Context: an optimization exercise on an open-source flow, tuned for small area, a short achievable clock period and few clock cycles per item. The choices shown serve that exercise and are no tape-out recipe.
In this exercise RTL edits were held to simulation tests only and were not proved equivalent to the original.
Power figures rest on the tool's default switching activity, not on a simulated workload.

## flow/design.v (module list and top-level ports; edited modules follow where they fit)
// module tag: 2443 lines
// module mxi: 3 lines
// module fa3: 4 lines
// module rsdp_tag: 29 lines
module rsdp_tag (
   input          clk,
   input          rst,
   input          start,
   input          csel,
   input          ssel,
   input  [237:0] b,
   input  [237:0] a,
   input  [135:0] y,
   input  [135:0] x,
   input  [6:0]   e,
   output         ready,
   output         done,
   output [6:0]   u
);
  // ...
==> flow/flow/run.sh <==
#!/bin/bash
# Standard ORFS layout (the standard.sh, unchanged synthesis), except:
# - the port buffers that global placement inserts are buf_1 cells instead of
#   the default delay buffers (every input and output port still gets one);
# - clock tree synthesis uses clkbuf_8 leaf buffers, clusters of up to 16
#   sinks and no dummy loads, which makes a smaller clock tree.
set -euo pipefail
export BUFFER_PORTS_ARGS="-buffer_cell sky130_fd_sc_hd__buf_1"
export CTS_ARGS="-sink_clustering_enable -repair_clock_nets -dont_use_dummy_load -buf_list {sky130_fd_sc_hd__clkbuf_8} -sink_clustering_size 16 -sink_clustering_max_diameter 100"
bash standard.sh > orfs_make.log 2>&1
==> flow/standard.sh <==
#!/bin/bash
# synth_recipe.tcl (not shown) runs the flow's synth.tcl, then flattens the netlist and writes it again
# the make line also repeats each setting of config.mk as NAME=value (left out here)
make -C /OpenROAD-flow-scripts/flow DESIGN_CONFIG=/design/flow/config.mk WORK_HOME=/design/flow/orfs CLKGATE_MAP_FILE= SYNTH_SCRIPT=/design/flow/synth_recipe.tcl "${@:-finish}"
==> flow/config.mk <==
export PLATFORM = sky130hd
export DESIGN_NAME = rsdp_tag
export DESIGN_NICKNAME = rsdp_tag
export VERILOG_FILES = /design/flow/design.v
export SDC_FILE = /design/flow/constraint.sdc
export NUM_CORES = 4
export LEC_CHECK = 0
export CAP_MARGIN = 20
export CORE_AREA = 2 2 358 148
export DIE_AREA = 0 0 360 150
export SETUP_SLACK_MARGIN = 5
export SLEW_MARGIN = 20
export SYNTH_HIERARCHICAL = 1
export SYNTH_MINIMUM_KEEP_SIZE = 0
==> flow/constraint.sdc <==
create_clock -name core_clock -period 8.0 [get_ports {clk}]
set_input_delay 1.6000 -clock core_clock [delete_from_list [all_inputs] [get_ports {clk}]]
set_output_delay 1.6000 -clock core_clock [all_outputs]
set_load 0.01 [all_outputs]
==> reports/qor.csv, run 1 <==
metric,value,unit
run status,finished clean,
worst hold path class,reg2reg,
final WL,78800,um
simple-gate portion of the synthesized area,0.740,%
Critical Path Max Stage Delay,670,ps
Adder-Cell Fraction of Synth Area,23.2,%
warnings from Yosys,8,
CTS buffer count,22,
combinational share of power,82.3,%
number of synthesized flops with an enable pin,0,
Pint,0.00904,W
grt peak-use layer,met2,
"Top cell by count, worst path",fa_2,
fin crit period,3250,ps
Worst Setup SP,core.q1_3_0$_DFF_P_,
fraction of area in multi-input gates,58.1,%
"Seq/Total Area, Yosys",28.8,%
Yosys reg bits,297,
Slowest cell on crit path,fa_2,
critical path class,reg2reg,
post-route clock period utilization,40.7,%
Post-DRT Antenna Nets,0,
Storage cell area,5970,um^2
Largest regs,"core.ur (7), vld (3)",
Synth Flop Type,dfxtp_1,
Worst EP arrival,3760,ps
RR Endpoint,core.q2_3_3$_DFF_P_,
Testbench counts, summed over its fixed seeds: cycles 536, tags 512.
==> run 2: changes to the inputs <==
--- a/flow/config.mk
+++ b/flow/config.mk
@@ -6,9 +6,9 @@
 export NUM_CORES = 4
 export LEC_CHECK = 0
 export CAP_MARGIN = 20
-export CORE_AREA = 2 2 358 148
-export DIE_AREA = 0 0 360 150
-export SETUP_SLACK_MARGIN = 5
+export CORE_MARGIN = 2
+export CORE_UTILIZATION = 35
+export SETUP_SLACK_MARGIN = 4.4
 export SLEW_MARGIN = 20
 export SYNTH_HIERARCHICAL = 1
 export SYNTH_MINIMUM_KEEP_SIZE = 0
==> run 2 against run 1 <==
Die area increased by 13%. Routed wire length increased by 0.92%. Via count decreased by 1.9%. First-iteration DRC count decreased by 16%. Setup slack got worse by 310 ps. Non-clock buffer count decreased by 28. Sequential share of layout area increased by 1.5 points. Synthesized cell count unchanged. Worst hold slack improved by 14 ps. Count of clock-buffer cells in the layout unchanged.
==> reports/qor.csv, run 2 <==
metric,value,unit,change
"commonest non-fill, non-tap cell in the layout",o22ai_1,,unchanged
Clock transition at path regs,110,ps,was 120 ps
Worst Setup SP,ssel,,was core.q1_3_0$_DFF_P_
RePlAce Congestion,0.922,,was 0.939
warnings from Yosys,8,,unchanged
PortBufs,767,,unchanged
CTS buffer count,22,,unchanged
Mapped Cells,2080,,unchanged
Synth cell types,30,,unchanged
Yosys top cell area share,33.0,%,unchanged
DP Area,24400,um^2,was 24200 um^2
RR Endpoint,core.ur[6]$_DFF_P_,,was core.q2_3_3$_DFF_P_
worst hold path class,reg2reg,,unchanged
worst vdd ir,0.000880,V,was 0.00113 V
vias in the first global route,20000,,was 19000
CP endpoint,core.q1_3_4$_DFF_P_,,was core.q2_3_3$_DFF_P_
Slew HR,36.6,%,was 46.5%
CP required,8430,ps,was 8500 ps
Post-synth top cells,"o22ai_1, dfxtp_1, xnor2_1, fa_1, inv_1",,unchanged
"Seq/Total Area, Yosys",28.8,%,unchanged
Die Wd,247,um,was 360 um
H-tree depth,1,,unchanged
max reg flops,7,,unchanged
vias per cell,5.74,,was 5.95
IO Pins,769,,unchanged
post-route clock period utilization,44.5,%,was 40.7%
number of synthesized flops with an enable pin,0,,unchanged
Largest regs,"core.ur (7), vld (3)",,unchanged
fill count,5769,,was 4752
core area,58700,um^2,was 51300 um^2
largest net degree at the start of global routing,101,,was 112
FF-to-FF Start,core.q2_4_0$_DFF_P_,,was core.q1_3_0$_DFF_P_
CTS max path bufs,3,,unchanged
row count,89,,was 53
drt drc,0,,unchanged
CTS tree,done,,unchanged
Yosys reg bits,297,,unchanged
drt wl/cell,22.0,um,was 22.2 um
largest register by flop count,core.ur,,unchanged
post-synth net total,3084,,unchanged
die area,60900,um^2,was 54000 um^2
first-pass GRT wire length,115000,um,was 107000 um
fin crit period,3560,ps,was 3250 ps
r2r setup slk,4670,ps,was 4750 ps
routed vias,20800,,was 21200
Max-cap violations,0,,unchanged
Max Clock Skew,35.9,ps,was 55.6 ps
First-pass DRT Iterations,5,,was 6
top-count cell post-synth,o22ai_1,,unchanged
Fmax achieved,0.281,GHz,was 0.307 GHz
Root Driver,clkbuf_8,,unchanged
clock latency (worst-skew pair),580,ps,was 590 ps
total power,0.0137,W,was 0.0175 W
"Design Area, Final",24800,um^2,was 26600 um^2
pwr/cell area,555,nW/um^2,was 659 nW/um^2
fin nets,3845,,was 3875
Num Clock Sinks,297,,unchanged
fin util,42.2,%,was 51.8%
number of cells on the worst reg-to-reg path,8,,was 5
GR Util All Layers,24.7,%,was 25.7%
Synth Flop Type,dfxtp_1,,unchanged
Worst EP arrival,3990,ps,was 3760 ps
worst-margin pin slew,951,ps,was 803 ps
"top cells by area, synth","o22ai_1, dfxtp_1, fa_1",,unchanged
hold depth,1,,unchanged
Yosys top cell by area,o22ai_1,,unchanged
Final setup violation count,0,,unchanged
RSZ-0062 raised after global routing,false,,was true
ys async rst share,0,%,unchanged
critical path launch point type,primary input,,was flip-flop
initial antenna violation count,5,,was 1
synth-to-layout area growth,20.0,%,was 28.8%
critical path class,in2reg,,was reg2reg
Post-DRT Antenna Nets,0,,unchanged
P_leak,7.98,nW,was 8.49 nW
GR Overflow Total,0,,unchanged
setup_tns,0,ps,unchanged
most frequent cells in the layout,"o22ai_1, buf_1, dfxtp_1",,unchanged
share of cells above drive strength 1,1.44,%,was 10.9%
final WL,79500,um,was 78800 um
DR iter-0 viols,1337,,was 1589
synthesized area,20600,um^2,unchanged
Critical Path Fanout Max,70,,was 1
Syn Area/Cell,9.92,um^2,unchanged
CP Capture Type,flip-flop,,unchanged
Die Ht,247,um,was 150 um
run status,finished clean,,unchanged
Fin Hold WS,457,ps,was 443 ps
Final Max Slew Viols,0,,unchanged
Initial Util,35.2,%,was 40.3%
final hold violations,0,,unchanged
Detail Placement HPWL,67900,um,was 60400 um
run 2: changes by cell type in the layout (fill, tap and decap cells not counted), sizes merged:
cell    delta
clkinv     -1
buf       -20
clkbuf     -8
diode      +4
inv        -1
run 2: worst min path at each step:
stage                      start           endpoint  slack [ps]
2_1_floorplan  vld[0]$_SDFF_PP0_  vld[1]$_SDFF_PP0_         410
3_3_place_gp   vld[0]$_SDFF_PP0_  vld[1]$_SDFF_PP0_         430
3_5_place_dp   vld[0]$_SDFF_PP0_  vld[1]$_SDFF_PP0_         440
4_1_cts        vld[0]$_SDFF_PP0_  vld[1]$_SDFF_PP0_         460
5_1_grt        vld[0]$_SDFF_PP0_  vld[1]$_SDFF_PP0_         470
6_report       vld[0]$_SDFF_PP0_  vld[1]$_SDFF_PP0_         460
run 2: worst max-delay path, stage by stage:
cell,delay [ps]
clkbuf_4,230
inv_8,150
buf_12,270
o22ai_1,730
xnor2_1,270
o22ai_1,150
o22ai_1,260
o22ai_1,130
run 2: per-stage QoR:
step                      instances  setup WS (ps)
after CTS                      3612           4420
after floorplan                2080           3070
after global routing           3616           4400
after detailed placement       3590           3250
after global placement         3590           3440
final                          3617           4440
run 2: cells by family after synthesis:
| group | Yosys count | synth area share [%] |
|---|---|---|
| xor gates and xnor gates | 243 | 10.3 |
| and+or+nand+nor | 29 | 0.740 |
| buffers and inverters | 148 | 3.00 |
| DFF | 297 | 28.8 |
| AOI/OAI and AO/OA | 1118 | 33.9 |
| other | 1 | 0.0182 |
| adders and majority gates | 244 | 23.2 |
run 2: area by class of cell:
class | count | area [um^2] | area share, %
well taps | 773 | 967 | 3.91
multi-input cells | 1635 | 14100 | 56.9
diodes | 5 | 12.5 | 0.0505
inverters | 109 | 420 | 1.70
clock buffers | 22 | 303 | 1.22
repair buffers | 776 | 3020 | 12.2
flip-flops and latches | 297 | 5950 | 24.0
run 2: per-layer routing:
layer	track usage, %	vias up	wire, um
met3	2.37	68	3600
met1	31.7	10000	33800
li1	-	9911	-
met2	45.3	737	40900
met4	4.04	0	1260
met5	0	-	0
run 2: per-module statistics from Yosys, one instance, submodules excluded:
module | area [um^2] | flip-flops and latches
tag | 9120 | 294
rsdp_tag | 90.1 | 3
fa3 | 20.0 | 0
mxi | 6.26 | 0
run 2: power breakdown:
group	switching (W)	internal (W)
Clock	0.000470	0.000248
Sequential	0.000249	0.00210
Combinational	0.00614	0.00454
run 2: timing repair:
item / CTS / global route
buffers inserted: 0 / 0
setup endpoints to repair: 238 / 233
hold buffers: 0 / 0
resized for setup: 9 / 13
==> run 3: changes to the inputs <==
--- a/flow/config.mk
+++ b/flow/config.mk
@@ -8,7 +8,8 @@
 export CAP_MARGIN = 20
 export CORE_MARGIN = 2
 export CORE_UTILIZATION = 35
-export SETUP_SLACK_MARGIN = 4.4
+export PLACE_DENSITY = 0.75
+export SETUP_SLACK_MARGIN = 5
 export SLEW_MARGIN = 20
 export SYNTH_HIERARCHICAL = 1
 export SYNTH_MINIMUM_KEEP_SIZE = 0
==> run 3 against run 2 <==
Worst hold slack lost 13 ps. Still clean on timing, DRC and antenna. Register-to-register slack improved by 180 ps. Highest routed layer is now met5. Core utilization rose by 6.0 points. Global-route usage is 0.10 points higher. Sequential power is essentially flat. Via count rose by 6.3%. Setup slack improved by 410 ps. Maximum frequency up 13%. Sequential share of layout area decreased by 2.9 points. Cell area is 14% higher. Clock skew rose by 27 ps.
==> reports/qor.csv, run 3 <==
metric,value,unit,change
run status,finished clean,,unchanged
vias in the first global route,19100,,was 20000
fin nets,3880,,was 3845
Slowest cell on crit path,fa_2,,was o22ai_1
Post-synth top cells,"o22ai_1, dfxtp_1, xnor2_1, fa_1, inv_1",,unchanged
initial antenna violation count,8,,was 5
Fmax achieved,0.318,GHz,was 0.281 GHz
CP endpoint,core.ur[6]$_DFF_P_,,was core.q1_3_4$_DFF_P_
fill count,5304,,was 5769
"Seq/Total Area, Yosys",28.8,%,unchanged
Largest regs,"core.ur (7), vld (3)",,unchanged
number of synthesized flops with an enable pin,0,,unchanged
IO Pins,769,,unchanged
H-tree depth,1,,unchanged
RR Endpoint,core.ur[6]$_DFF_P_,,unchanged
Root Driver,clkbuf_8,,unchanged
Slew HR,45.6,%,was 36.6%
PortBufs,767,,unchanged
CTS tree,done,,unchanged
RePlAce Congestion,0.925,,was 0.922
setup ws final,4850,ps,was 4440 ps
crit-path cells,fa_1 -> fa_2 -> fa_2 -> buf_6 -> ha_4 -> a21oi_4 -> o311ai_2 -> a31oi_2 -> xnor2_1,,was clkbuf_4 -> inv_8 -> buf_12 -> o22ai_1 -> xnor2_1 -> o22ai_1 -> o22ai_1 -> o22ai_1
worst hold path class,reg2reg,,unchanged
pwr/cell area,572,nW/um^2,was 555 nW/um^2
Worst Setup SP,core.q2_4_1$_DFF_P_,,was ssel
Max-cap violations,0,,unchanged
Yosys reg bits,297,,unchanged
synthesized area,20600,um^2,unchanged
routed vias,22100,,was 20800
Final Max Slew Viols,0,,unchanged
complex-gate fraction of the synthesized area,33.9,%,unchanged
critical path class,reg2reg,,was in2reg
drt wl/cell,25.3,um,was 22.0 um
DR iter-0 viols,1642,,was 1337
top-count cell post-synth,o22ai_1,,unchanged
ys async rst share,0,%,unchanged
FF-to-FF Start,core.q2_4_1$_DFF_P_,,was core.q2_4_0$_DFF_P_
GR Overflow Total,0,,unchanged
largest family of logic cells by synthesized area,compound AO/OA/AOI/OAI gates,,unchanged
RSZ-0062 raised after global routing,true,,was false
final hold violations,0,,unchanged
max reg flops,7,,unchanged
post-synth net total,3084,,unchanged
most frequent cells in the layout,"buf_1, o22ai_1, o22ai_2",,"was o22ai_1, buf_1, dfxtp_1"
post-route clock period utilization,39.3,%,was 44.5%
Critical Path Max Stage Delay,600,ps,was 730 ps
setup_tns,0,ps,unchanged
Initial Util,35.2,%,unchanged
drt drc,0,,unchanged
Worst EP arrival,3640,ps,was 3990 ps
warnings from Yosys,8,,unchanged
Critical Path Fanout Max,6,,was 70
Syn Area/Cell,9.92,um^2,unchanged
CP required,8490,ps,was 8430 ps
fin crit period,3150,ps,was 3560 ps
Post-DRT Antenna Nets,0,,unchanged
clock latency (worst-skew pair),620,ps,was 580 ps
"top cells by area, synth","o22ai_1, dfxtp_1, fa_1",,unchanged
CP Capture Type,flip-flop,,unchanged
core area,58700,um^2,unchanged
die area,60900,um^2,unchanged
post-synthesis mux area share,0,%,unchanged
Synth Flop Type,dfxtp_1,,unchanged
first-pass GRT wire length,113000,um,was 115000 um
"Top cell by count, worst path",fa_2,,was o22ai_1
final WL,92600,um,was 79500 um
"commonest non-fill, non-tap cell in the layout",buf_1,,was o22ai_1
CTS buffer count,22,,unchanged
First-pass DRT Iterations,6,,was 5
largest register by flop count,core.ur,,unchanged
row count,89,,unchanged
largest net degree at the start of global routing,150,,was 101
Synth Area in XOR/XNOR,10.3,%,unchanged
Yosys top cell area share,33.0,%,unchanged
dpl ws,3470,ps,was 3250 ps
Mapped Cells,2080,,unchanged
worst-margin pin slew,816,ps,was 951 ps
Synth cell types,30,,unchanged
Num Clock Sinks,297,,unchanged
Yosys top cell by area,o22ai_1,,unchanged
r2r setup slk,4850,ps,was 4670 ps
P_leak,9.16,nW,was 7.98 nW
Clock transition at path regs,110,ps,about the same
Adder-Cell Fraction of Synth Area,23.2,%,unchanged
number of cells on the worst reg-to-reg path,9,,was 8
Detail Placement HPWL,64800,um,was 67900 um
Die Wd,247,um,unchanged
Final setup violation count,0,,unchanged
share of cells above drive strength 1,18.5,%,was 1.44%
Max Clock Skew,63.4,ps,was 35.9 ps
synth-to-layout area growth,37.0,%,was 20.0%
vias per cell,6.03,,was 5.74
CTS max path bufs,3,,unchanged
hold buffer count at CTS,0,,unchanged
Die Ht,247,um,unchanged
simple-gate portion of the synthesized area,0.740,%,unchanged
critical path launch point type,flip-flop,,was primary input
worst vdd ir,0.00103,V,was 0.000880 V
GR Util All Layers,24.8,%,was 24.7%
-- run 3: cell counts after synthesis --
Identical to the previous run, type by type.
-- run 3: worst min path at each step --
stage | from | endpoint | slack, ps | depth (start not counted)
2_1_floorplan | vld[0]$_SDFF_PP0_ | vld[1]$_SDFF_PP0_ | 410 | 1
3_3_place_gp | vld[0]$_SDFF_PP0_ | vld[1]$_SDFF_PP0_ | 420 | 1
6_report | vld[1]$_SDFF_PP0_ | vld[2]$_SDFF_PP0_ | 440 | 1
3_5_place_dp | vld[1]$_SDFF_PP0_ | vld[2]$_SDFF_PP0_ | 430 | 1
4_1_cts | vld[1]$_SDFF_PP0_ | vld[2]$_SDFF_PP0_ | 450 | 1
5_1_grt | vld[1]$_SDFF_PP0_ | vld[2]$_SDFF_PP0_ | 470 | 1
-- run 3: through the flow --
stage          cell area (um^2)  util (%)  power, W  hold WS, ps  cells
4_1_cts                   25600      43.6    0.0150          447   3623
3_3_place_gp              24400      41.5    0.0124          416   3588
6_report                  28300      48.2    0.0162          444   3656
5_1_grt                   28300      48.2    0.0174          474   3652
3_5_place_dp              24400      41.5    0.0126          429   3588
2_1_floorplan             20600         -   0.00983          414   2080
-- run 3: kinds of logic (layout without fill, tap and decap cells) --
kind of cell             Yosys count  in the layout
AO/OA/AOI/OAI                   1118           1118
XOR/XNOR                         243            243
adder cells (fa/ha/maj)          244            244
buffers and inverters            148            942
flip-flops                       297            297
other                              1             10
AND/OR/NAND/NOR                   29             29
-- run 3: worst max-delay path, delay by kind of cell, from the launching register on --
| family | cells | cell delay (ps) |
|---|---|---|
| compound gates | 3 | 490 |
| xor+xnor | 1 | 170 |
| fa+ha+maj | 4 | 1870 |
| buf+inv | 1 | 140 |
| flops | 1 | 340 |
-- run 3: area by class of cell --
type,instances,area [um^2],share of cell area [%]
Antenna cell,9,22.5,0.0796
Timing Repair Buffer,809,3610,12.8
Inverter,109,439,1.55
Sequential cell,297,5980,21.2
Tap cell,773,967,3.42
Multi-Input combinational cell,1635,16900,59.9
Timing Repair inverter,2,22.5,0.0796
Clock buffer,22,303,1.07
-- run 3: repair_timing --
item | CTS | global route
cloned | 3 | 15
endpoints found under the hold margin | 0 | 0
resized for setup | 177 | 377
pin swaps | 63 | 74
setup buffers | 10 | 9
endpoints found under the setup margin | 268 | 260
-- run 3: modules after synthesis, one instance, submodules excluded --
| module | cells | flip-flops and latches |
|---|---|---|
| tag | 753 | 294 |
| rsdp_tag | 8 | 3 |
| mxi | 1 | 0 |
| fa3 | 1 | 0 |
-- run 3: report_power, final --
part / switching, W / leakage, nW / internal (W)
Clock: 0.000490 / 0.158 / 0.000247
Combinational: 0.00687 / 6.50 / 0.00618
Sequential: 0.000274 / 2.51 / 0.00211
Total: 0.00764 / 9.16 / 0.00854
-- run 3: per-layer routing --
layer | routed length, um | share of wire [%] | vias up | global-route usage (%)
li1 | - | - | 10000 | -
met3 | 7330 | 7.9 | 228 | 3.45
met4 | 4420 | 4.8 | 2 | 5.69
met2 | 44700 | 48 | 1189 | 43.0
met1 | 36100 | 39 | 10600 | 32.7
met5 | 12 | 0.013 | - | 0
==> run 4: changes to the inputs <==
--- a/flow/config.mk
+++ b/flow/config.mk
@@ -8,7 +8,7 @@
 export CAP_MARGIN = 20
 export CORE_MARGIN = 2
 export CORE_UTILIZATION = 35
-export PLACE_DENSITY = 0.75
+export GPL_ROUTABILITY_DRIVEN = 0
 export SETUP_SLACK_MARGIN = 5
 export SLEW_MARGIN = 20
 export SYNTH_HIERARCHICAL = 1
==> run 4 against run 3 <==
Cell area fell by 5.4%. Sequential cell count unchanged. Non-clock buffer count down 16. Critical endpoint is now core.q2_0_0$_DFF_P_.
==> reports/qor.csv, run 4 <==
metric,value,unit,change
synthesized area,20600,um^2,unchanged
Largest regs,"core.ur (7), vld (3)",,unchanged
Worst EP arrival,3550,ps,was 3640 ps
setup ws final,4910,ps,was 4850 ps
"Top cell by count, worst path",fa_1,,was fa_2
Levels on crit path,5,,was 9
most frequent cells in the layout,"o22ai_1, buf_1, dfxtp_1",,"was buf_1, o22ai_1, o22ai_2"
WP buf/inv,0,,was 1
Slowest cell on crit path,fa_2,,unchanged
Critical Path Fanout Max,1,,was 6
top-count cell post-synth,o22ai_1,,unchanged
Initial Util,35.2,%,unchanged
die area,60900,um^2,unchanged
CTS buffer count,22,,unchanged
hold depth,1,,unchanged
Synth cell types,30,,unchanged
CP required,8460,ps,was 8490 ps
share of cells above drive strength 1,10.9,%,was 18.5%
final WL,82500,um,was 92600 um
worst hold path class,reg2reg,,unchanged
Mapped Cells,2080,,unchanged
largest net degree at the start of global routing,105,,was 150
GR Overflow Total,0,,unchanged
largest register by flop count,core.ur,,unchanged
vias per cell,5.89,,was 6.03
row count,89,,unchanged
clock latency (worst-skew pair),600,ps,was 620 ps
drt drc,0,,unchanged
Num Clock Sinks,297,,unchanged
P_leak,8.56,nW,was 9.16 nW
CTS tree,done,,unchanged
fin crit period,3090,ps,was 3150 ps
Yosys top cell area share,33.0,%,unchanged
Detail Placement HPWL,66400,um,was 64800 um
number of cells on the worst reg-to-reg path,5,,was 9
GR Util All Layers,24.5,%,was 24.8%
H-tree depth,1,,unchanged
Final Max Slew Viols,0,,unchanged
Yosys top cell by area,o22ai_1,,unchanged
fin util,45.6,%,was 48.2%
fin nets,3864,,was 3880
routed vias,21400,,was 22100
first-pass GRT wire length,114000,um,was 113000 um
max reg flops,7,,unchanged
worst vdd ir,0.00107,V,was 0.00103 V
PortBufs,767,,unchanged
crit-path cells,fa_2 -> fa_2 -> fa_1 -> fa_1 -> fa_1,,was fa_1 -> fa_2 -> fa_2 -> buf_6 -> ha_4 -> a21oi_4 -> o311ai_2 -> a31oi_2 -> xnor2_1
dpl ws,3430,ps,was 3470 ps
post-synth net total,3084,,unchanged
final hold violations,0,,unchanged
Slew HR,54.0,%,was 45.6%
CP Capture Type,flip-flop,,unchanged
core area,58700,um^2,unchanged
Die Wd,247,um,unchanged
"Seq/Total Area, Yosys",28.8,%,unchanged
Post-synth top cells,"o22ai_1, dfxtp_1, xnor2_1, fa_1, inv_1",,unchanged
Final setup violation count,0,,unchanged
"top cells by area, synth","o22ai_1, dfxtp_1, fa_1",,unchanged
total power,0.0159,W,was 0.0162 W
post-route clock period utilization,38.6,%,was 39.3%
Fmax achieved,0.324,GHz,was 0.318 GHz
drt wl/cell,22.7,um,was 25.3 um
setup_tns,0,ps,unchanged
initial antenna violation count,5,,was 8
pwr/cell area,596,nW/um^2,was 572 nW/um^2
CTS max path bufs,3,,unchanged
Max-cap violations,0,,unchanged
vias in the first global route,20200,,was 19100
number of synthesized flops with an enable pin,0,,unchanged
Synth Flop Type,dfxtp_1,,unchanged
warnings from Yosys,8,,unchanged
critical path launch point type,flip-flop,,unchanged
Max Clock Skew,45.4,ps,was 63.4 ps
RSZ-0062 raised after global routing,true,,unchanged
Syn Area/Cell,9.92,um^2,unchanged
Die Ht,247,um,unchanged
synth-to-layout area growth,29.6,%,was 37.0%
Critical Path Max Stage Delay,630,ps,was 600 ps
Yosys reg bits,297,,unchanged
largest delay contributor family on the critical path,adder cells,,unchanged
worst-margin pin slew,690,ps,was 816 ps
Fin Hold WS,450,ps,was 444 ps
"commonest non-fill, non-tap cell in the layout",o22ai_1,,was buf_1
Clock transition at path regs,110,ps,about the same
Post-DRT Antenna Nets,0,,unchanged
hold buffer count at CTS,0,,unchanged
fill count,5507,,was 5304
run status,finished clean,,unchanged
ys async rst share,0,%,unchanged
Root Driver,clkbuf_8,,unchanged
DR iter-0 viols,1396,,was 1642
critical path class,reg2reg,,unchanged
IO Pins,769,,unchanged
First-pass DRT Iterations,5,,was 6
==> run 4: changes by cell type in the layout (fill, tap and decap cells not counted), moves of 5 or more <==
cell	delta
buf_4	-5
buf_6	-7
dfxtp_1	+6
dfxtp_2	-5
diode_2	-7
fa_1	+12
fa_2	-12
o22ai_1	+193
o22ai_2	-184
o22ai_4	-9
==> run 4: area by class of cell <==
| type | count | area (um^2) | area share, % |
|---|---|---|---|
| repair inverters | 2 | 22.5 | 0.0842 |
| diodes | 2 | 5.00 | 0.0187 |
| clock buffers | 22 | 303 | 1.13 |
| well taps | 773 | 967 | 3.62 |
| flip-flops and latches | 297 | 5970 | 22.3 |
| inverters | 109 | 439 | 1.64 |
| repair buffers | 793 | 3400 | 12.7 |
| multi-input cells | 1635 | 15600 | 58.5 |
==> run 4: cell families after synthesis <==
logic type      count (synthesis)  synth area share [%]
compound gates               1118                  33.9
xor+xnor                      243                  10.3
fa+ha+maj                     244                  23.2
buf+inv                       148                  3.00
flops                         297                  28.8
other cells                     1                0.0182
simple gates                   29                 0.740
==> run 4: repair_timing <==
item / in CTS / in global routing
setup endpoints to repair: 265 / 256
endpoints found under the hold margin: 0 / 0
gates resized for setup: 195 / 149
setup buffers: 5 / 5
pin swaps: 61 / 34
gates cloned: 3 / 6
==> run 4: metrics by stage <==
stage | cell area [um^2] | std cells
global route | 26700 | 3633
detailed placement | 24400 | 3590
CTS | 25700 | 3620
floorplan | 20600 | 2080
global placement | 24400 | 3590
finish | 26700 | 3633
==> run 4: worst register-to-register path, cell delays in order, from the launching register on <==
cell	delay [ps]
dfxtp_2	370
fa_2	470
fa_2	630
fa_1	470
fa_1	580
fa_1	430
==> run 4: path summary, 6_finish.rpt <==
| path | from | to | slack, ps |
|---|---|---|---|
| hold reg to reg | vld[1]$_SDFF_PP0_ | vld[2]$_SDFF_PP0_ | 450 |
| hold / removal | vld[1]$_SDFF_PP0_ | vld[2]$_SDFF_PP0_ | 450 |
| setup reg to reg | core.q1_0_27$_DFF_P_ | core.q2_0_0$_DFF_P_ | 4910 |
| setup / recovery | core.q1_0_27$_DFF_P_ | core.q2_0_0$_DFF_P_ | 4910 |
==> run 4: modules after synthesis (local to each module, per instance) <==
| module | area (um^2) | cells inside | flops+latches |
|---|---|---|---|
| mxi | 6.26 | 1 | 0 |
| fa3 | 20.0 | 1 | 0 |
| rsdp_tag | 90.1 | 8 | 3 |
| tag | 9120 | 753 | 294 |
==> run 4: report_power, final <==
| part | internal (W) | switching (W) |
|---|---|---|
| clock network | 0.000247 | 0.000472 |
| registers | 0.00211 | 0.000261 |
| logic | 0.00605 | 0.00680 |
| total | 0.00840 | 0.00754 |
==> run 4: metal layers <==
| layer | share of wire, % | up-vias | GRT usage, % |
|---|---|---|---|
| met4 | 2.8 | 2 | 5.10 |
| met3 | 5.2 | 124 | 2.02 |
| met5 | 0.011 | - | 0 |
| li1 | - | 9972 | - |
| met1 | 41 | 10400 | 31.6 |
| met2 | 51 | 895 | 44.7 |
==> run 5: changes to the inputs <==
--- a/flow/config.mk
+++ b/flow/config.mk
@@ -8,7 +8,6 @@
 export CAP_MARGIN = 20
 export CORE_MARGIN = 2
 export CORE_UTILIZATION = 35
-export GPL_ROUTABILITY_DRIVEN = 0
 export SETUP_SLACK_MARGIN = 5
 export SLEW_MARGIN = 20
 export SYNTH_HIERARCHICAL = 1
==> run 5 against run 4 <==
Combinational power up 6%. Non-clock buffer count up 37. Register-to-register slack is essentially flat. Via count increased by 0.68%. Clock skew down 8.3 ps. Largest cell class unchanged. Setup slack better by 11 ps.
==> reports/qor.csv, run 5 <==
metric,value,unit,change
run status,finished clean,,unchanged
synthesized area,20600,um^2,unchanged
Worst EP arrival,3540,ps,was 3550 ps
Sequential Power Share,14.1,%,was 14.9%
GR Util All Layers,25.6,%,was 24.5%
Syn Area/Cell,9.92,um^2,unchanged
Yosys top cell area share,33.0,%,unchanged
First-pass DRT Iterations,6,,was 5
PortBufs,767,,unchanged
Critical Path Max Stage Delay,630,ps,about the same
crit-path cells,fa_2 -> fa_2 -> fa_2 -> fa_2 -> fa_1,,was fa_2 -> fa_2 -> fa_1 -> fa_1 -> fa_1
H-tree depth,1,,unchanged
initial antenna violation count,4,,was 5
final WL,86900,um,was 82500 um
Slew HR,46.8,%,was 54.0%
post-route clock period utilization,38.5,%,was 38.6%
Levels on crit path,5,,unchanged
Post-DRT Antenna Nets,0,,unchanged
largest net degree at the start of global routing,99,,was 105
Synth cell types,30,,unchanged
pwr/cell area,612,nW/um^2,was 596 nW/um^2
Num Clock Sinks,297,,unchanged
drt wl/cell,23.7,um,was 22.7 um
Fmax achieved,0.325,GHz,was 0.324 GHz
Final setup violation count,0,,unchanged
CTS buffer count,22,,unchanged
hold depth,1,,unchanged
Detail Placement HPWL,67900,um,was 66400 um
Initial Util,35.2,%,unchanged
fill count,5508,,was 5507
IO Pins,769,,unchanged
routed vias,21600,,was 21400
critical path launch point type,flip-flop,,unchanged
top-count cell post-synth,o22ai_1,,unchanged
total power,0.0168,W,was 0.0159 W
vias in the first global route,20400,,was 20200
worst vdd ir,0.000874,V,was 0.00107 V
warnings from Yosys,8,,unchanged
Fin Hold WS,456,ps,was 450 ps
first-pass GRT wire length,118000,um,was 114000 um
row count,89,,unchanged
final hold violations,0,,unchanged
"Seq/Total Area, Yosys",28.8,%,unchanged
Yosys reg bits,297,,unchanged
Yosys top cell by area,o22ai_1,,unchanged
Max-cap violations,0,,unchanged
sw power,0.00793,W,was 0.00754 W
RSZ-0062 raised after global routing,true,,unchanged
RePlAce Congestion,0.922,,
met3 routed WL,4970,um,was 4320 um
largest delay contributor family on the critical path,adder cells,,unchanged
Root Driver,clkbuf_8,,unchanged
most frequent cells in the layout,"o22ai_1, buf_1, dfxtp_1",,unchanged
Largest regs,"core.ur (7), vld (3)",,unchanged
CTS tree,done,,unchanged
P_leak,8.90,nW,was 8.56 nW
Clock transition at path regs,110,ps,about the same
combinational share of power,81.6,%,was 80.6%
Final Max Slew Viols,0,,unchanged
Critical Path Fanout Max,1,,unchanged
max reg flops,7,,unchanged
vias per cell,5.87,,was 5.89
worst-margin pin slew,798,ps,was 690 ps
core area,58700,um^2,unchanged
"Top cell by count, worst path",fa_2,,was fa_1
number of synthesized flops with an enable pin,0,,unchanged
drt drc,0,,unchanged
GR Overflow Total,0,,unchanged
Die Ht,247,um,unchanged
share of cells above drive strength 1,13.7,%,was 10.9%
CP Capture Type,flip-flop,,unchanged
Synth Flop Type,dfxtp_1,,unchanged
Pint,0.00885,W,was 0.00840 W
Max Clock Skew,37.0,ps,was 45.4 ps
M1 WL,35700,um,was 34100 um
synth-to-layout area growth,32.8,%,was 29.6%
sw frac,47.3,%,about the same
"commonest non-fill, non-tap cell in the layout",o22ai_1,,unchanged
DR WL met2,43700,um,was 41800 um
Post-synth top cells,"o22ai_1, dfxtp_1, xnor2_1, fa_1, inv_1",,unchanged
CP required,8470,ps,was 8460 ps
max layer used,met4,,was met5
largest register by flop count,core.ur,,unchanged
clock network power share,4.3,%,was 4.5%
CTS max path bufs,3,,unchanged
fin nets,3901,,was 3864
ys async rst share,0,%,unchanged
Mapped Cells,2080,,unchanged
die area,60900,um^2,unchanged
"top cells by area, synth","o22ai_1, dfxtp_1, fa_1",,unchanged
setup_tns,0,ps,unchanged
clock latency (worst-skew pair),590,ps,was 600 ps
post-synth net total,3084,,unchanged
fin crit period,3080,ps,was 3090 ps
DR iter-0 viols,1466,,was 1396
critical path class,reg2reg,,unchanged
worst hold path class,reg2reg,,unchanged
Die Wd,247,um,unchanged
Slowest cell on crit path,fa_2,,unchanged
number of cells on the worst reg-to-reg path,5,,unchanged
WP buf/inv,0,,unchanged
## run 5: cells by family after synthesis
group,Yosys count,synth area share [%]
AO/OA/AOI/OAI,1118,33.9
AND/OR/NAND/NOR,29,0.740
XOR/XNOR,243,10.3
other,1,0.0182
flip-flops,297,28.8
adder cells (fa/ha/maj),244,23.2
buffers and inverters,148,3.00
## run 5: path summary, 6_finish.rpt
path | startpoint | to | slack [ps]
min | vld[0]$_SDFF_PP0_ | vld[1]$_SDFF_PP0_ | 460
max reg2reg | core.q1_0_27$_DFF_P_ | core.q2_0_0$_DFF_P_ | 4920
max | core.q1_0_27$_DFF_P_ | core.q2_0_0$_DFF_P_ | 4920
min reg2reg | vld[0]$_SDFF_PP0_ | vld[1]$_SDFF_PP0_ | 460
## run 5: area by class of cell
type / instances / area [um^2] / share of cell area, %
timing repair buffer: 830 / 3880 / 14.1
timing repair inverter: 2 / 22.5 / 0.0822
inverter: 109 / 439 / 1.60
tap: 773 / 967 / 3.53
multi-input combinational: 1635 / 15800 / 57.7
clock buffer: 22 / 303 / 1.10
sequential: 297 / 5970 / 21.8
antenna: 4 / 10.0 / 0.0365
## run 5: per-layer routing
metal	vias to the layer above	global-route usage [%]
met5	-	0
met4	0	4.59
met3	133	2.63
met2	881	46.7
met1	10500	32.9
li1	10000	-
## run 5: through the flow
stage	setup slack, ps	cells	cell area (um^2)	utilization [%]
2_1_floorplan	3070	2080	20600	-
3_3_place_gp	3440	3590	24400	41.5
3_5_place_dp	3250	3590	24400	41.5
4_1_cts	4890	3623	25800	44.0
5_1_grt	4870	3671	27400	46.7
6_report	4920	3672	27400	46.7
## run 5: power groups by stage
stage               sequential [W]  clock [W]  combinational [W]
global placement           0.00239          0             0.0105
global route               0.00241   0.000805             0.0149
floorplan                  0.00231          0            0.00752
detailed placement         0.00239          0             0.0106
CTS                        0.00237   0.000755             0.0124
finish                     0.00237   0.000721             0.0137
## run 5: modules after synthesis (local to each module, per instance)
module    times used  cells  cell area [um^2]  flip-flops and latches
tag                1    753              9120                     294
fa3              231      1              20.0                       0
rsdp_tag           1      8              90.1                       3
mxi             1088      1              6.26                       0
## run 5: repair_timing
item	in CTS	in global routing
gates resized for setup	202	199
pin swaps	59	72
hold buffers	0	0
buffers inserted	6	38
endpoints found under the setup margin	266	261
cloned	5	7
==> run 6: changes to the inputs <==
--- a/flow/config.mk
+++ b/flow/config.mk
@@ -8,7 +8,8 @@
 export CAP_MARGIN = 20
 export CORE_MARGIN = 2
 export CORE_UTILIZATION = 35
-export SETUP_SLACK_MARGIN = 5
+export PLACE_DENSITY = 0.75
+export SETUP_SLACK_MARGIN = 4.7
 export SLEW_MARGIN = 20
 export SYNTH_HIERARCHICAL = 1
 export SYNTH_MINIMUM_KEEP_SIZE = 0
==> run 6 against run 5 <==
Final cell count is 1.4% lower. Still clean on timing, DRC and antenna. Register-to-register slack worse by 170 ps. Count of clock-buffer cells in the layout stayed put. First-iteration DRC count is 3.8% higher. Worst hold slack worse by 10 ps. Total power is 18% lower. Cell area is 9.0% lower. Area after synthesis stayed put. Via count is 3.6% lower. Die area stayed put.
==> reports/qor.csv, run 6 <==
metric,value,unit,change
run status,finished clean,,unchanged
warnings from Yosys,8,,unchanged
number of cells on the worst reg-to-reg path,5,,unchanged
Mapped Cells,2080,,unchanged
Initial Util,35.2,%,unchanged
ys async rst share,0,%,unchanged
fin nets,3844,,was 3901
Slew HR,39.1,%,was 46.8%
fin util,42.5,%,was 46.7%
First-pass DRT Iterations,6,,unchanged
final hold violations,0,,unchanged
worst vdd ir,0.000906,V,was 0.000874 V
Syn Area/Cell,9.92,um^2,unchanged
top-count cell post-synth,o22ai_1,,unchanged
CTS buffer count,22,,unchanged
Adder-Cell Fraction of Synth Area,23.2,%,unchanged
PortBufs,767,,unchanged
worst hold path class,reg2reg,,unchanged
Post-CTS Repair Setup Buffers,0,,was 6
Worst Setup SP,ssel,,was core.q1_0_27$_DFF_P_
GR Util All Layers,24.0,%,was 25.6%
Fmax achieved,0.301,GHz,was 0.325 GHz
synthesized area,20600,um^2,unchanged
Root Driver,clkbuf_8,,unchanged
post-synthesis mux area share,0,%,unchanged
number of synthesized flops with an enable pin,0,,unchanged
synth-to-layout area growth,20.8,%,was 32.8%
FF-to-FF Start,core.q1_6_1$_DFF_P_,,was core.q1_0_27$_DFF_P_
routed vias,20800,,was 21600
CP Capture Type,flip-flop,,unchanged
clock latency (worst-skew pair),620,ps,was 590 ps
critical path class,in2reg,,was reg2reg
row count,89,,unchanged
DR iter-0 viols,1522,,was 1466
post-route clock period utilization,41.5,%,was 38.5%
Die Wd,247,um,unchanged
Num Clock Sinks,297,,unchanged
GR Overflow Total,0,,unchanged
CTS max path bufs,3,,unchanged
vias per cell,5.74,,was 5.87
Post-synth top cells,"o22ai_1, dfxtp_1, xnor2_1, fa_1, inv_1",,unchanged
pwr/cell area,555,nW/um^2,was 612 nW/um^2
fin crit period,3320,ps,was 3080 ps
final WL,78000,um,was 86900 um
max reg flops,7,,unchanged
vias in the first global route,18800,,was 20400
Largest regs,"core.ur (7), vld (3)",,unchanged
complex-gate fraction of the synthesized area,33.9,%,unchanged
Detail Placement HPWL,64800,um,was 67900 um
Synth cell types,30,,unchanged
CP required,8530,ps,was 8470 ps
Synth Area in XOR/XNOR,10.3,%,unchanged
Max-cap violations,0,,unchanged
Yosys top cell by area,o22ai_1,,unchanged
simple-gate portion of the synthesized area,0.740,%,unchanged
drt wl/cell,21.6,um,was 23.7 um
"top cells by area, synth","o22ai_1, dfxtp_1, fa_1",,unchanged
r2r setup slk,4750,ps,was 4920 ps
Yosys top cell area share,33.0,%,unchanged
largest net degree at the start of global routing,150,,was 99
share of cells above drive strength 1,2.26,%,was 13.7%
IO Pins,769,,unchanged
largest register by flop count,core.ur,,unchanged
initial antenna violation count,7,,was 4
Post-DRT Antenna Nets,0,,unchanged
Clock transition at path regs,90,ps,was 110 ps
Final Max Slew Viols,0,,unchanged
CTS tree,done,,unchanged
RR Endpoint,core.q2_6_3$_DFF_P_,,was core.q2_0_0$_DFF_P_
core area,58700,um^2,unchanged
Die Ht,247,um,unchanged
Max Clock Skew,62.4,ps,was 37.0 ps
Final setup violation count,0,,unchanged
RSZ-0062 raised after global routing,true,,unchanged
H-tree depth,1,,unchanged
drt drc,0,,unchanged
CP endpoint,core.q1_4_16$_DFF_P_,,was core.q2_0_0$_DFF_P_
die area,60900,um^2,unchanged
setup_tns,0,ps,unchanged
first-pass GRT wire length,110000,um,was 118000 um
P_leak,8.03,nW,was 8.90 nW
"Seq/Total Area, Yosys",28.8,%,unchanged
"commonest non-fill, non-tap cell in the layout",o22ai_1,,unchanged
Critical Path Fanout Max,66,,was 1
Worst EP arrival,3850,ps,was 3540 ps
largest family of logic cells by synthesized area,compound AO/OA/AOI/OAI gates,,unchanged
most frequent cells in the layout,"o22ai_1, buf_1, dfxtp_1",,unchanged
Yosys reg bits,297,,unchanged
RePlAce Congestion,0.925,,was 0.922
critical path launch point type,primary input,,was flip-flop
Synth Flop Type,dfxtp_1,,unchanged
worst-margin pin slew,914,ps,was 798 ps
post-synth net total,3084,,unchanged
## run 6: cell counts after synthesis
No cell type changed its count.
## run 6: layout make-up
class                   count  area, um^2
diodes                      9        22.5
clock buffers              22         303
fillers                  5665       33800
inverters                 109         420
multi-input cells        1635       14200
flip-flops and latches    297        5950
well taps                 773         967
repair buffers            775        3030
## run 6: power by group
part | internal, W | switching (W) | leakage (nW)
Clock | 0.000247 | 0.000485 | 0.158
Combinational | 0.00475 | 0.00601 | 5.37
Sequential | 0.00210 | 0.000263 | 2.50
Total | 0.00710 | 0.00675 | 8.03
## run 6: logic make-up (layout without fill, tap and decap cells)
family,after synthesis,count (layout)
other,1,10
XOR/XNOR,243,243
adder cells (fa/ha/maj),244,244
AND/OR/NAND/NOR,29,29
AO/OA/AOI/OAI,1118,1118
buffers and inverters,148,906
flip-flops,297,297
## run 6: worst min path at each step
| stage | startpoint | endpoint | slack [ps] | cells past startpoint |
|---|---|---|---|---|
| detailed placement | vld[1]$_SDFF_PP0_ | vld[2]$_SDFF_PP0_ | 430 | 1 |
| global route | vld[1]$_SDFF_PP0_ | vld[2]$_SDFF_PP0_ | 470 | 1 |
| global placement | vld[0]$_SDFF_PP0_ | vld[1]$_SDFF_PP0_ | 420 | 1 |
| CTS | vld[1]$_SDFF_PP0_ | vld[2]$_SDFF_PP0_ | 450 | 1 |
| finish | vld[1]$_SDFF_PP0_ | vld[2]$_SDFF_PP0_ | 450 | 1 |
| floorplan | vld[0]$_SDFF_PP0_ | vld[1]$_SDFF_PP0_ | 410 | 1 |
## run 6: what timing repair did
action                                  in CTS  in global routing
hold buffers                                 0                  0
gates cloned                                 1                  0
endpoints found under the setup margin     196                236
pin swaps                                    0                  1
resized for setup                           13                 29
## run 6: layer usage
| metal | track usage (%) | routed length (um) | vias to the layer above |
|---|---|---|---|
| met4 | 5.01 | 1760 | 2 |
| met2 | 41.7 | 38600 | 869 |
| met3 | 3.34 | 4910 | 94 |
| met5 | 0 | 10 | - |
| li1 | - | - | 9939 |
| met1 | 31.7 | 32800 | 9867 |
## run 6: modules after synthesis, one instance, submodules excluded
module,times used,flops+latches
fa3,231,0
mxi,1088,0
rsdp_tag,1,3
tag,1,294
## run 6: worst max-delay path: stages
cell      delay (ps)
clkbuf_4         210
clkbuf_8         330
o22ai_1          770
xnor2_1          260
o22ai_1          270
o22ai_1          130
o22ai_1          210
## run 6: metrics by stage
stage               instances  total power (W)  area, um^2  hold WS [ps]  setup WS [ps]
floorplan                2080          0.00983       20600           414           3070
global placement         3588           0.0124       24400           416           3510
detailed placement       3588           0.0126       24400           429           3470
CTS                      3611           0.0134       24800           447           4700
global route             3615           0.0151       24900           474           4580
finish                   3620           0.0138       24900           446           4680
==> run 7: changes to the inputs <==
--- a/flow/config.mk
+++ b/flow/config.mk
@@ -8,7 +8,6 @@
 export CAP_MARGIN = 20
 export CORE_MARGIN = 2
 export CORE_UTILIZATION = 35
-export PLACE_DENSITY = 0.75
 export SETUP_SLACK_MARGIN = 4.7
 export SLEW_MARGIN = 20
 export SYNTH_HIERARCHICAL = 1
==> run 7 against run 6 <==
Critical path type unchanged. Highest routed layer is now met4. Count of clock-buffer cells in the layout unchanged. Combinational power up 4%. Area after synthesis unchanged. Non-clock buffer count up 8. Clock skew down 26 ps. Sequential power about the same. Global-route usage up 0.90 points. Final cell count about the same. Sequential share of layout area down 0.66 points. Via count up 1.3%. Worst hold slack better by 10 ps.
==> reports/qor.csv, run 7 <==
metric,value,unit,change
run status,finished clean,,unchanged
Yosys top cell by area,o22ai_1,,unchanged
Root Driver,clkbuf_8,,unchanged
hold buffer count at CTS,0,,unchanged
Synth Flop Type,dfxtp_1,,unchanged
most frequent cells in the layout,"o22ai_1, buf_1, dfxtp_1",,unchanged
synth-to-layout area growth,24.2,%,was 20.8%
warnings from Yosys,8,,unchanged
"top cells by area, synth","o22ai_1, dfxtp_1, fa_1",,unchanged
CTS max path bufs,3,,unchanged
critical path launch point type,primary input,,unchanged
CP required,8490,ps,was 8530 ps
combinational share of power,78.4,%,was 77.6%
worst-margin pin slew,843,ps,was 914 ps
max reg flops,7,,unchanged
vias in the first global route,20000,,was 18800
GR Overflow Total,0,,unchanged
Slew HR,43.8,%,was 39.1%
Pint,0.00720,W,was 0.00710 W
drt drc,0,,unchanged
PortBufs,767,,unchanged
RSZ-0062 raised after global routing,false,,was true
largest register by flop count,core.ur,,unchanged
clock network power share,5.0,%,was 5.3%
core area,58700,um^2,unchanged
final hold violations,0,,unchanged
sw frac,49.4,%,was 48.8%
fin util,43.7,%,was 42.5%
CP Capture Type,flip-flop,,unchanged
ys async rst share,0,%,unchanged
setup ws final,4750,ps,was 4680 ps
number of synthesized flops with an enable pin,0,,unchanged
DP Area,24400,um^2,about the same
Max Clock Skew,36.0,ps,was 62.4 ps
worst hold path class,reg2reg,,unchanged
"Seq/Total Area, Yosys",28.8,%,unchanged
Post-synth top cells,"o22ai_1, dfxtp_1, xnor2_1, fa_1, inv_1",,unchanged
worst vdd ir,0.000911,V,was 0.000906 V
initial antenna violation count,4,,was 7
P_leak,8.25,nW,was 8.03 nW
Syn Area/Cell,9.92,um^2,unchanged
share of cells above drive strength 1,4.53,%,was 2.26%
First-pass DRT Iterations,6,,unchanged
clock latency (worst-skew pair),580,ps,was 620 ps
Worst EP arrival,3740,ps,was 3850 ps
Die Wd,247,um,unchanged
drt wl/cell,22.6,um,was 21.6 um
Post-DRT Antenna Nets,0,,unchanged
sw power,0.00703,W,was 0.00675 W
synthesized area,20600,um^2,unchanged
CTS tree,done,,unchanged
Yosys reg bits,297,,unchanged
Max-cap violations,0,,unchanged
Critical Path Fanout Max,72,,was 66
setup_tns,0,ps,unchanged
Fin Hold WS,456,ps,was 446 ps
Fmax achieved,0.308,GHz,was 0.301 GHz
Detail Placement HPWL,67900,um,was 64800 um
routed vias,21000,,was 20800
Final setup violation count,0,,unchanged
die area,60900,um^2,unchanged
Final Max Slew Viols,0,,unchanged
largest net degree at the start of global routing,99,,was 150
row count,89,,unchanged
Synth cell types,30,,unchanged
Die Ht,247,um,unchanged
"commonest non-fill, non-tap cell in the layout",o22ai_1,,unchanged
DR iter-0 viols,1377,,was 1522
"Design Area, Final",25600,um^2,was 24900 um^2
post-synth net total,3084,,unchanged
GR Util All Layers,24.9,%,was 24.0%
Sequential Power Share,16.5,%,was 17.1%
vias per cell,5.81,,was 5.74
post-route clock period utilization,40.6,%,was 41.5%
final WL,81800,um,was 78000 um
Yosys top cell area share,33.0,%,unchanged
fin nets,3852,,was 3844
H-tree depth,1,,unchanged
first-pass GRT wire length,115000,um,was 110000 um
pwr/cell area,555,nW/um^2,about the same
Clock transition at path regs,110,ps,was 90 ps
critical path class,in2reg,,unchanged
fin crit period,3250,ps,was 3320 ps
CTS buffer count,22,,unchanged
RePlAce Congestion,0.922,,was 0.925
Initial Util,35.2,%,unchanged
dpl ws,3250,ps,was 3470 ps
Largest regs,"core.ur (7), vld (3)",,unchanged
Num Clock Sinks,297,,unchanged
top-count cell post-synth,o22ai_1,,unchanged
Mapped Cells,2080,,unchanged
IO Pins,769,,unchanged
run 7: cell counts after synthesis:
Identical to the previous run, type by type.
run 7: through the flow:
stage	power (W)	instances
final	0.0142	3623
after global placement	0.0129	3590
after detailed placement	0.0130	3590
after global routing	0.0156	3622
after CTS	0.0138	3613
after floorplan	0.00983	2080
run 7: what timing repair did:
action,4_1_cts,5_1_grt
pin swaps,0,3
gates resized for setup,25,123
endpoints found under the setup margin,239,243
buffers inserted,0,3
cloned,1,3
run 7: kinds of logic after synthesis:
| group | share of synthesized area, % |
|---|---|
| compound gates | 33.9 |
| flops | 28.8 |
| fa+ha+maj | 23.2 |
| xor+xnor | 10.3 |
| buf+inv | 3.00 |
| simple gates | 0.740 |
| other cells | 0.0182 |
run 7: final timing paths:
kind	from	endpoint	slack, ps	cells past startpoint
worst min-delay path	vld[0]$_SDFF_PP0_	vld[1]$_SDFF_PP0_	460	1
worst max register to register	core.q1_0_31$_DFF_P_	core.q2_0_0$_DFF_P_	4820	5
worst min register to register	vld[0]$_SDFF_PP0_	vld[1]$_SDFF_PP0_	460	1
worst max-delay path	ssel	core.q1_5_16$_DFF_P_	4750	8
run 7: power by group through the flow:
| stage | sequential, W | combinational (W) | clock (W) |
|---|---|---|---|
| 2_1_floorplan | 0.00231 | 0.00752 | 0 |
| 3_3_place_gp | 0.00239 | 0.0105 | 0 |
| 3_5_place_dp | 0.00239 | 0.0106 | 0 |
| 4_1_cts | 0.00236 | 0.0107 | 0.000755 |
| 5_1_grt | 0.00240 | 0.0124 | 0.000804 |
| 6_report | 0.00235 | 0.0112 | 0.000717 |
run 7: worst max-delay path, stage by stage:
cell	delay [ps]
clkbuf_4	280
inv_16	140
clkbuf_16	370
o22ai_2	370
inv_1	190
o22ai_1	240
o22ai_1	140
o22ai_1	230
run 7: cell type report:
cell class / count / area (um^2)
inverters: 109 / 429
diodes: 4 / 10.0
repair buffers: 783 / 3220
fillers: 5695 / 33000
clock buffers: 22 / 303
multi-input cells: 1635 / 14800
flip-flops and latches: 297 / 5950
well taps: 773 / 967
run 7: metal layers:
| metal | up-vias | GRT usage (%) | part of all wire (%) |
|---|---|---|---|
| met5 | - | 0 | 0 |
| met2 | 785 | 45.7 | 51 |
| met1 | 10200 | 32.0 | 42 |
| met3 | 90 | 2.47 | 4.9 |
| li1 | 9950 | - | - |
| met4 | 0 | 3.90 | 2.0 |
run 7: per-module statistics from Yosys, one instance, submodules excluded:
module	area, um^2	times used	flops+latches	cells
rsdp_tag	90.1	1	3	8
mxi	6.26	1088	0	1
tag	9120	1	294	753
fa3	20.0	231	0	1
==> run 8: changes to the inputs <==
--- a/flow/config.mk
+++ b/flow/config.mk
@@ -8,6 +8,7 @@
 export CAP_MARGIN = 20
 export CORE_MARGIN = 2
 export CORE_UTILIZATION = 35
+export GPL_ROUTABILITY_DRIVEN = 0
 export SETUP_SLACK_MARGIN = 4.7
 export SLEW_MARGIN = 20
 export SYNTH_HIERARCHICAL = 1
==> run 8 against run 7 <==
Still clean on timing, DRC and antenna. Global-route usage fell by 0.95 points. Clock power barely moved. Core utilization fell by 0.48 points. Worst hold slack got worse by 6.1 ps. Sequential share of layout area rose by 0.26 points. Non-clock buffer count fell by 5. First-iteration DRC count rose by 1.7%. Critical path depth fell by 1. Largest power group unchanged.
==> reports/qor.csv, run 8 <==
metric,value,unit,change
Post-CTS Repair Setup Buffers,0,,unchanged
DR iter-0 viols,1401,,was 1377
vias in the first global route,19900,,was 20000
critical path class,in2reg,,unchanged
P_leak,8.17,nW,was 8.25 nW
"Top cell by count, worst path",o22ai_1,,unchanged
Clock transition at path regs,110,ps,about the same
CTS tree,done,,unchanged
Post-DRT Antenna Nets,0,,unchanged
CTS buffer count,22,,unchanged
drt wl/cell,21.9,um,was 22.6 um
worst-margin pin slew,820,ps,was 843 ps
synth-to-layout area growth,22.8,%,was 24.2%
Fmax achieved,0.308,GHz,about the same
first-pass GRT wire length,112000,um,was 115000 um
initial antenna violation count,4,,unchanged
Max Clock Skew,46.2,ps,was 36.0 ps
share of cells above drive strength 1,3.94,%,was 4.53%
Final Max Slew Viols,0,,unchanged
fin util,43.2,%,was 43.7%
Yosys top cell area share,33.0,%,unchanged
fin nets,3847,,was 3852
drt drc,0,,unchanged
Largest regs,"core.ur (7), vld (3)",,unchanged
critical path launch point type,primary input,,unchanged
max reg flops,7,,unchanged
H-tree depth,1,,unchanged
CP Capture Type,flip-flop,,unchanged
area of the multi-input gates,14600,um^2,was 14800 um^2
largest net degree at the start of global routing,105,,was 99
"top cells by area, synth","o22ai_1, dfxtp_1, fa_1",,unchanged
RSZ-0062 raised after global routing,true,,was false
Yosys top cell by area,o22ai_1,,unchanged
Max-cap violations,0,,unchanged
Post-synth top cells,"o22ai_1, dfxtp_1, xnor2_1, fa_1, inv_1",,unchanged
Storage cell area,5950,um^2,unchanged
worst hold path class,reg2reg,,unchanged
Critical Path Max Stage Delay,690,ps,was 370 ps
PortBufs,767,,unchanged
worst vdd ir,0.000945,V,was 0.000911 V
crit-path cells,buf_4 -> inv_16 -> o22ai_1 -> xnor2_1 -> o22ai_1 -> o22ai_1 -> o22ai_1,,was clkbuf_4 -> inv_16 -> clkbuf_16 -> o22ai_2 -> inv_1 -> o22ai_1 -> o22ai_1 -> o22ai_1
Initial Util,35.2,%,unchanged
vias per cell,5.84,,was 5.81
largest delay contributor family on the critical path,compound AO/OA/AOI/OAI gates,,was buffers and inverters
setup_tns,0,ps,unchanged
Synth Flop Type,dfxtp_1,,unchanged
GR Util All Layers,23.9,%,was 24.9%
core area,58700,um^2,unchanged
"commonest non-fill, non-tap cell in the layout",o22ai_1,,unchanged
largest register by flop count,core.ur,,unchanged
Root Driver,clkbuf_8,,unchanged
CP required,8480,ps,was 8490 ps
row count,89,,unchanged
"Seq/Total Area, Yosys",28.8,%,unchanged
Worst EP arrival,3730,ps,was 3740 ps
number of synthesized flops with an enable pin,0,,unchanged
Critical Path Fanout Max,70,,was 72
Die Ht,247,um,unchanged
routed vias,21100,,was 21000
IO Pins,769,,unchanged
ys async rst share,0,%,unchanged
top-count cell post-synth,o22ai_1,,unchanged
Yosys reg bits,297,,unchanged
synthesized area,20600,um^2,unchanged
run status,finished clean,,unchanged
Mapped Cells,2080,,unchanged
WP buf/inv,2,,was 4
final hold violations,0,,unchanged
Syn Area/Cell,9.92,um^2,unchanged
most frequent cells in the layout,"o22ai_1, buf_1, dfxtp_1",,unchanged
First-pass DRT Iterations,5,,was 6
clock latency (worst-skew pair),600,ps,was 580 ps
Detail Placement HPWL,66400,um,was 67900 um
Slowest cell on crit path,o22ai_1,,was clkbuf_16
fill count,5652,,was 5695
warnings from Yosys,8,,unchanged
Synth cell types,30,,unchanged
pwr/cell area,547,nW/um^2,was 555 nW/um^2
die area,60900,um^2,unchanged
post-synth net total,3084,,unchanged
fin crit period,3240,ps,was 3250 ps
post-route clock period utilization,40.5,%,was 40.6%
GR Overflow Total,0,,unchanged
Final setup violation count,0,,unchanged
final WL,79200,um,was 81800 um
Num Clock Sinks,297,,unchanged
Die Wd,247,um,unchanged
CTS max path bufs,3,,unchanged
Slew HR,45.3,%,was 43.8%
run 8: cell types whose count changed in the layout (fill, tap and decap cells not counted), moves of 2 or more:
cell | before | now
o22ai_4 | 25 | 12
o22ai_1 | 1015 | 1022
o22ai_2 | 48 | 54
a21oi_1 | 10 | 12
a21oi_2 | 2 | 0
buf_12 | 4 | 2
buf_16 | 4 | 2
clkbuf_8 | 22 | 24
run 8: worst paths after layout:
| path | slack [ps] | from | endpoint | depth (start not counted) |
|---|---|---|---|---|
| setup / recovery | 4760 | ssel | core.q1_3_24$_DFF_P_ | 7 |
| hold reg to reg | 450 | vld[1]$_SDFF_PP0_ | vld[2]$_SDFF_PP0_ | 1 |
| hold / removal | 450 | vld[1]$_SDFF_PP0_ | vld[2]$_SDFF_PP0_ | 1 |
| setup reg to reg | 4790 | core.q1_0_31$_DFF_P_ | core.q2_0_0$_DFF_P_ | 5 |
run 8: routing by layer:
layer  part of all wire [%]  up-vias  track usage, %
met5                      0        -               0
met4                    1.7        0            3.10
met3                    4.9       84            2.08
met2                     51      833            44.2
met1                     42    10300            31.0
li1                       -     9947               -
run 8: metrics by stage:
step | cell area [um^2] | std cells | setup WS [ps] | hold WS (ps) | power, W
after floorplan | 20600 | 2080 | 3070 | 414 | 0.00983
after global placement | 24400 | 3590 | 3540 | 429 | 0.0125
after detailed placement | 24400 | 3590 | 3430 | 432 | 0.0128
after CTS | 24800 | 3612 | 4540 | 458 | 0.0136
after global routing | 25300 | 3614 | 4680 | 472 | 0.0151
final | 25400 | 3618 | 4760 | 450 | 0.0139
run 8: logic make-up after synthesis:
| family | after synthesis | synth area share (%) |
|---|---|---|
| AO/OA/AOI/OAI | 1118 | 33.9 |
| buffers and inverters | 148 | 3.00 |
| flip-flops | 297 | 28.8 |
| XOR/XNOR | 243 | 10.3 |
| other | 1 | 0.0182 |
| AND/OR/NAND/NOR | 29 | 0.740 |
| adder cells (fa/ha/maj) | 244 | 23.2 |
run 8: power breakdown:
group / leakage (nW) / switching [W] / internal (W) / total, W
clock network: 0.158 / 0.000470 / 0.000247 / 0.000718
logic: 5.51 / 0.00611 / 0.00469 / 0.0108
registers: 2.50 / 0.000253 / 0.00210 / 0.00235
total: 8.17 / 0.00683 / 0.00704 / 0.0139
run 8: per-module statistics from Yosys (local to each module, per instance):
| module | flops+latches | cell area [um^2] | times used |
|---|---|---|---|
| rsdp_tag | 3 | 90.1 | 1 |
| fa3 | 0 | 20.0 | 231 |
| mxi | 0 | 6.26 | 1088 |
| tag | 294 | 9120 | 1 |
run 8: area by class of cell:
class	count	area share, %
antenna	4	0.0395
clock buffer	22	1.19
inverter	109	1.69
multi-input combinational	1635	57.6
sequential	297	23.4
tap	773	3.81
timing repair buffer	778	12.3
run 8: timing repair:
item                       CTS  global route
setup endpoints to repair  227           194
hold buffers                 0             0
resized for setup           19            96
gates cloned                 0             2
==> run 9: changes to the inputs <==
--- a/flow/config.mk
+++ b/flow/config.mk
@@ -9,7 +9,7 @@
 export CORE_MARGIN = 2
 export CORE_UTILIZATION = 35
 export GPL_ROUTABILITY_DRIVEN = 0
-export SETUP_SLACK_MARGIN = 4.7
+export SETUP_SLACK_MARGIN = 4.95
 export SLEW_MARGIN = 20
 export SYNTH_HIERARCHICAL = 1
 export SYNTH_MINIMUM_KEEP_SIZE = 0
==> run 9 against run 8 <==
Sequential cell count is the same. Global-route usage grew 0.38 points. Routed wire length grew 1.9%. Area after synthesis is the same. Via count grew 0.38%. Count of clock-buffer cells in the layout is the same. Clock power is essentially flat. Die area is the same. Core utilization grew 1.4 points. Critical path depth is the same. Combinational power grew 25%. Critical path type unchanged. Largest cell class unchanged.
==> reports/qor.csv, run 9 <==
metric,value,unit,change
run status,finished clean,,unchanged
Critical Path Fanout Max,63,,was 70
Detail Placement HPWL,66400,um,unchanged
routed vias,21200,,was 21100
crit-path cells,clkbuf_8 -> buf_12 -> o22ai_2 -> xnor2_1 -> o22ai_1 -> o22ai_1 -> o22ai_1,,was buf_4 -> inv_16 -> o22ai_1 -> xnor2_1 -> o22ai_1 -> o22ai_1 -> o22ai_1
fin nets,3857,,was 3847
Max-cap violations,0,,unchanged
pwr/cell area,633,nW/um^2,was 547 nW/um^2
Initial Util,35.2,%,unchanged
Post-DRT Antenna Nets,0,,unchanged
clock latency (worst-skew pair),600,ps,about the same
hold buffer count at CTS,0,,unchanged
ys async rst share,0,%,unchanged
Synth cell types,30,,unchanged
Syn Area/Cell,9.92,um^2,unchanged
Slowest cell on crit path,buf_12,,was o22ai_1
die area,60900,um^2,unchanged
"commonest non-fill, non-tap cell in the layout",o22ai_1,,unchanged
most frequent cells in the layout,"o22ai_1, buf_1, dfxtp_1",,unchanged
Worst EP arrival,3560,ps,was 3730 ps
vias in the first global route,20100,,was 19900
largest net degree at the start of global routing,105,,unchanged
P_leak,8.37,nW,was 8.17 nW
CP required,8430,ps,was 8480 ps
Num Clock Sinks,297,,unchanged
Final setup violation count,0,,unchanged
vias per cell,5.85,,was 5.84
critical path class,in2reg,,unchanged
CTS tree,done,,unchanged
fin crit period,3130,ps,was 3240 ps
Final Max Slew Viols,0,,unchanged
"top cells by area, synth","o22ai_1, dfxtp_1, fa_1",,unchanged
drt drc,0,,unchanged
post-route clock period utilization,39.1,%,was 40.5%
Post-synth top cells,"o22ai_1, dfxtp_1, xnor2_1, fa_1, inv_1",,unchanged
Clock transition at path regs,110,ps,about the same
Yosys top cell area share,33.0,%,unchanged
"Design Area, Final",26200,um^2,was 25400 um^2
PortBufs,767,,unchanged
post-synth net total,3084,,unchanged
worst vdd ir,0.00116,V,was 0.000945 V
Yosys top cell by area,o22ai_1,,unchanged
"Seq/Total Area, Yosys",28.8,%,unchanged
H-tree depth,1,,unchanged
Yosys reg bits,297,,unchanged
Synth Flop Type,dfxtp_1,,unchanged
core area,58700,um^2,unchanged
Slew HR,48.7,%,was 45.3%
setup ws final,4870,ps,was 4760 ps
total power,0.0166,W,was 0.0139 W
warnings from Yosys,8,,unchanged
GR Overflow Total,0,,unchanged
synth-to-layout area growth,26.9,%,was 22.8%
RSZ-0062 raised after global routing,true,,unchanged
Root Driver,clkbuf_8,,unchanged
Die Wd,247,um,unchanged
first-pass GRT wire length,113000,um,was 112000 um
Critical Path Max Stage Delay,350,ps,was 690 ps
Fmax achieved,0.319,GHz,was 0.308 GHz
Die Ht,247,um,unchanged
Largest regs,"core.ur (7), vld (3)",,unchanged
setup_tns,0,ps,unchanged
drt wl/cell,22.2,um,was 21.9 um
DR iter-0 viols,1330,,was 1401
CTS max path bufs,3,,unchanged
"Top cell by count, worst path",o22ai_1,,unchanged
top-count cell post-synth,o22ai_1,,unchanged
synthesized area,20600,um^2,unchanged
final hold violations,0,,unchanged
GR Util All Layers,24.3,%,was 23.9%
CTS buffer count,22,,unchanged
max reg flops,7,,unchanged
Max Clock Skew,46.8,ps,was 46.2 ps
First-pass DRT Iterations,6,,was 5
share of cells above drive strength 1,9.22,%,was 3.94%
largest register by flop count,core.ur,,unchanged
worst hold path class,reg2reg,,unchanged
row count,89,,unchanged
Mapped Cells,2080,,unchanged
DP Area,24400,um^2,unchanged
initial antenna violation count,4,,unchanged
dpl ws,3430,ps,unchanged
critical path launch point type,primary input,,unchanged
final WL,80600,um,was 79200 um
IO Pins,769,,unchanged
number of synthesized flops with an enable pin,0,,unchanged
CP Capture Type,flip-flop,,unchanged
worst-margin pin slew,769,ps,was 820 ps
==> run 9: metrics by stage <==
stage / instances / hold WS, ps / utilization (%)
after global placement: 3590 / 429 / 41.5
final: 3625 / 450 / 44.6
after CTS: 3616 / 458 / 43.5
after floorplan: 2080 / 414 / -
after detailed placement: 3590 / 432 / 41.5
after global routing: 3625 / 472 / 44.6
==> run 9: where the power goes <==
part / total (W) / switching, W / internal, W
sequential: 0.00237 / 0.000263 / 0.00211
clock: 0.000717 / 0.000470 / 0.000248
combinational: 0.0135 / 0.00717 / 0.00633
total: 0.0166 / 0.00790 / 0.00868
==> run 9: Yosys stat by module, one instance, submodules excluded <==
module    cell area, um^2  cells  flip-flops and latches
mxi                  6.26      1                       0
tag                  9120    753                     294
fa3                  20.0      1                       0
rsdp_tag             90.1      8                       3
==> run 9: final cells by class <==
class | count | area (um^2)
Clock buffer | 22 | 303
Inverter | 109 | 429
Tap cell | 773 | 967
Multi-Input combinational cell | 1635 | 15200
Timing Repair Buffer | 788 | 3270
Fill cell | 5583 | 32500
Sequential cell | 297 | 5970
Antenna cell | 1 | 2.50
==> run 9: kinds of logic after synthesis <==
kind of cell	count (synthesis)	synth area share, %
compound gates	1118	33.9
flops	297	28.8
fa+ha+maj	244	23.2
xor+xnor	243	10.3
buf+inv	148	3.00
simple gates	29	0.740
other cells	1	0.0182
==> run 9: repair_timing <==
action / CTS / global route
gates cloned: 1 / 3
setup endpoints to repair: 258 / 250
resized for setup: 162 / 119
pin swaps: 44 / 63
buffers inserted: 3 / 5
==> run 9: worst max-delay path: cells and delay by family <==
kind                      cells  cell delay (ps)
xor gates and xnor gates      1              320
buffers and inverters         2              600
AOI/OAI and AO/OA             4              840
==> run 9: worst paths after layout <==
check	start	cells after the start	to	slack, ps
worst max-delay path	ssel	7	core.q1_6_13$_DFF_P_	4870
worst min-delay path	vld[1]$_SDFF_PP0_	1	vld[2]$_SDFF_PP0_	450
worst max register to register	core.q2_3_0$_DFF_P_	9	core.ur[6]$_DFF_P_	4890
worst min register to register	vld[1]$_SDFF_PP0_	1	vld[2]$_SDFF_PP0_	450
==> run 9: metal layers <==
metal	part of all wire [%]	track usage, %
met1	42	31.4
met2	51	44.6
met3	4.7	2.03
met4	2.2	4.29
met5	0	0

## static timing again, ports no longer ideal
In the flow no input, the clock included, has a driving cell. The finished layouts below were timed again as built, in two steps. Step 1, drivers: a clkbuf_16 drives clk and a buf_2 each remaining input, both assumed. Step 2, shift: input delay + t, output delay - t, t = (earliest + latest rising clock arrival at the registers) / 2. This alone moves slack from input paths to output paths. Three values: ideal, step 1, step 2; two values: the first two.
run | t (ns) | setup WS [ns]
run 1 | 0.619 | 4.747 / 4.747 / 4.377
run 2 | 0.621 | 4.440 / 4.473 / 3.852
run 3 | 0.647 | 4.855 / 4.822 / 4.175
run 4 | 0.637 | 4.911 / 4.903 / 4.267
run 5 | 0.629 | 4.922 / 4.892 / 4.263
run 6 | 0.637 | 4.679 / 4.708 / 4.071
run 7 | 0.623 | 4.751 / 4.786 / 4.163
run 8 | 0.627 | 4.757 / 4.781 / 4.154
run 9 | 0.633 | 4.869 / 4.889 / 4.256
After both steps setup and hold are still met in every run listed.
